From an optimization exercise on the open Yosys and OpenROAD flow, aimed at small area; shortcuts taken in it are not production practice.
The RTL was checked by simulation tests, not by an equivalence proof against the original design.
The flow treats the clock pin as an ideal source, which a real chip does not have.
Power is estimated from default activity; no workload was simulated.

==> job 5668 <==
## ppu
module ppu(
	input wire clk,
	input wire rst,
	input wire sync,
	input wire [2:0] mode,
	input wire [7:0] data_i,
	input wire stb_i,
	output reg ack_i,
	output reg [7:0] data_o,
	output reg stb_o,
	input wire ack_o
);
export LEC_CHECK = 0
export ABC_AREA = 1
export CAP_MARGIN = 20
export CORE_MARGIN = 2
export CORE_UTILIZATION = 40
export SLEW_MARGIN = 20
create_clock -name core_clock -period 40.0 [get_ports {clk}]
standard.sh (not shown) runs the stock make flow with config.mk's settings and CLKGATE_MAP_FILE= SYNTH_SCRIPT=/design/flow/synth_recipe.tcl, a recipe that flattens the netlist after the stock synthesis.
==> flow/flow/run.sh <==
#!/bin/bash
# Standard ORFS layout with three changes:
#  - after the standard synthesis, the combinational logic is mapped again with
#    a stronger ABC area script (flow/reopt.sh); flip-flops and full adders are
#    kept as they are, and the result is proven equivalent with yosys (equiv_*)
#    before it replaces the standard netlist;
#  - port buffers use the smallest buffer cell (buf_1);
#  - clock tree synthesis uses clkbuf_8 and adds no dummy loads.
set -euo pipefail
export BUFFER_PORTS_ARGS="-buffer_cell sky130_fd_sc_hd__buf_1"
export CTS_ARGS="-sink_clustering_enable -repair_clock_nets -dont_use_dummy_load -buf_list {sky130_fd_sc_hd__clkbuf_2 sky130_fd_sc_hd__clkbuf_4 sky130_fd_sc_hd__clkbuf_8}"
R=orfs/results/${FLOW_PLATFORM}/ppu/base
bash standard.sh synth > standard_synth.log 2>&1
cp $R/1_2_yosys.v standard_1_2_yosys.v
if bash flow/reopt.sh standard_1_2_yosys.v reopt_1_2_yosys.v reopt; then
  cp reopt_1_2_yosys.v $R/1_2_yosys.v
  echo "reopt: using re-mapped netlist" > reopt_status.log
else
  echo "reopt: failed, keeping the standard netlist" > reopt_status.log
fi
bash standard.sh > standard.log 2>&1
==> flow/flow/reopt.abc <==
strash
dch -f
map -a
mfs2
strash
dch -f
map -a
mfs2
strash
dch -f
map -a
mfs2
strash
dch -f
map -a
mfs2
strash
dch -f
map -a
topo
Other scripts of this flow, unchanged in this note and not shown: flow/flow/dont_use.txt, flow/flow/reopt.sh
==> inputs of job 4351, as changes to job 5668 <==
==> flow/flow/run.sh (replaced) <==
#!/bin/bash
# Standard ORFS layout (standard.sh) with these changes:
#  - after the standard synthesis, the combinational logic is mapped again with
#    a stronger ABC area script (flow/reopt.sh, flow/reopt.abc, which
#    includes a 60-second &deepsyn run); flip-flops and full adders are
#    kept as they are, and the result is proven equivalent with yosys (equiv_*)
#    before it replaces the standard netlist;
#  - port buffers use the smallest buffer cell (buf_1);
#  - before clock tree synthesis, flow/clock_buffer.tcl drives the flip-flops
#    from six clkbuf_8 (2 x 3 groups of the sinks by position); CTS then only
#    buffers the clock port's net to those six buffers, with no dummy loads.
# Each tool's output goes to its own log file in this folder.
set -euo pipefail
export BUFFER_PORTS_ARGS="-buffer_cell sky130_fd_sc_hd__buf_1"
export CTS_ARGS="-clk_nets clk -repair_clock_nets -dont_use_dummy_load -buf_list sky130_fd_sc_hd__clkbuf_2"
export PRE_CTS_TCL="$PWD/flow/clock_buffer.tcl"
R=orfs/results/${FLOW_PLATFORM}/ppu/base
bash standard.sh synth > standard_synth.log 2>&1
cp $R/1_2_yosys.v standard_1_2_yosys.v
if bash flow/reopt.sh standard_1_2_yosys.v reopt_1_2_yosys.v reopt; then
  cp reopt_1_2_yosys.v $R/1_2_yosys.v
  echo "reopt: using re-mapped netlist" > reopt_status.log
else
  echo "reopt: failed, keeping the standard netlist" > reopt_status.log
fi
bash standard.sh > standard.log 2>&1
==> flow/flow/clock_buffer.tcl (new file) <==
# Before clock tree synthesis: split the clock sinks into NX x NY groups by
# position (columns by x, then rows by y within each column) and drive each
# group from its own clkbuf_8 placed at the group's centre.
set nx 2
set ny 3
set block [ord::get_db_block]
set db [ord::get_db]
set master [$db findMaster sky130_fd_sc_hd__clkbuf_8]
set clknet [$block findNet clk]
set sinks {}
foreach it [$clknet getITerms] {
  set loc [[$it getInst] getLocation]
  lappend sinks [list [lindex $loc 0] [lindex $loc 1] $it]
}
set sinks [lsort -integer -index 0 $sinks]
set n [llength $sinks]
set groups {}
for {set i 0} {$i < $nx} {incr i} {
  set col [lrange $sinks [expr {$i * $n / $nx}] [expr {($i + 1) * $n / $nx - 1}]]
  set col [lsort -integer -index 1 $col]
  set m [llength $col]
  for {set j 0} {$j < $ny} {incr j} {
    lappend groups [lrange $col [expr {$j * $m / $ny}] [expr {($j + 1) * $m / $ny - 1}]]
  }
}
set g 0
foreach grp $groups {
  set net [odb::dbNet_create $block clknet_g$g]
  $net setSigType CLOCK
  set buf [odb::dbInst_create $block $master clkbuf_g$g]
  set sx 0; set sy 0; set k 0
  foreach s $grp {
    set sx [expr {$sx + [lindex $s 0]}]
    set sy [expr {$sy + [lindex $s 1]}]
    incr k
    set it [lindex $s 2]
    $it disconnect
    $it connect $net
  }
  [$buf findITerm A] connect $clknet
  [$buf findITerm X] connect $net
  $buf setLocation [expr {$sx / $k}] [expr {$sy / $k}]
  $buf setPlacementStatus PLACED
  puts "clock_buffer.tcl: clkbuf_g$g drives $k clock sinks"
  incr g
}
==> flow/flow/reopt.abc (replaced) <==
strash
dch -f
map -a
mfs2
strash
&get -n
&deepsyn -T 60
&put
dch -f
map -a
mfs2
strash
dch -f
map -a
mfs2
strash
dch -f
map -a
topo
==> comparison <==
- Job 4351 finished with timing, DRC and antenna clean. Job 5668 ran to the end with no violations.
- Against job 4351, the fmax of job 5668 is higher by 0.76%.
- Against job 5668, the first-iteration DRC count of job 4351 is smaller by 8.5%.
- Between job 5668 and job 4351, the lower worst hold slack is in job 5668 (gap 6.8 ps).
- In job 5668 the total power is higher than in job 4351, by 3.4%.
- Final area: job 4351 is smaller than job 5668 (1.6%).
- Against job 5668, the critical path depth of job 4351 is lower by 1.
- Sequential share of layout area: job 5668 is lower than job 4351 (0.46 points).
- Of job 4351 and job 5668, job 5668 has the higher worst setup slack (gap 140 ps).
- Between job 5668 and job 4351, the lower clock skew is in job 4351 (gap 4.4 ps).

re-timing with driven ports:
No port has a modelled driver above. Below, the same layouts with a new extraction and two added sets of constraints.
Step 1: set_driving_cell puts a clkbuf_16 on clk and a buf_2 on each other input, an assumption about the parent block.
Step 2 times the ports against the registers' clock, not the clock port: input delays grow and output delays shrink by t, the midpoint of the rising clock arrivals with the driver on.
Slacks: ideal / step 1 / step 2; pairs: ideal / step 1.
run | t (ns) | slack for setup (ns) | hold WS [ns] | clock arrival spread, ns | slew at the worst register clock pin (ns)
job 5668 | 0.371 | 21.842 / 21.854 / 21.483 | 0.489 / 0.489 / 0.489 | 0.033 / 0.032 | 0.09 / 0.09
job 4351 | 0.566 | 21.705 / 21.710 / 21.144 | 0.496 / 0.496 / 0.496 | 0.030 / 0.030 | 0.10 / 0.10
After both steps setup and hold are still met in every run listed. For job 4351, which loses most, drivers alone change the setup slack by +0.005 ns; drivers and shift together by -0.561 ns.
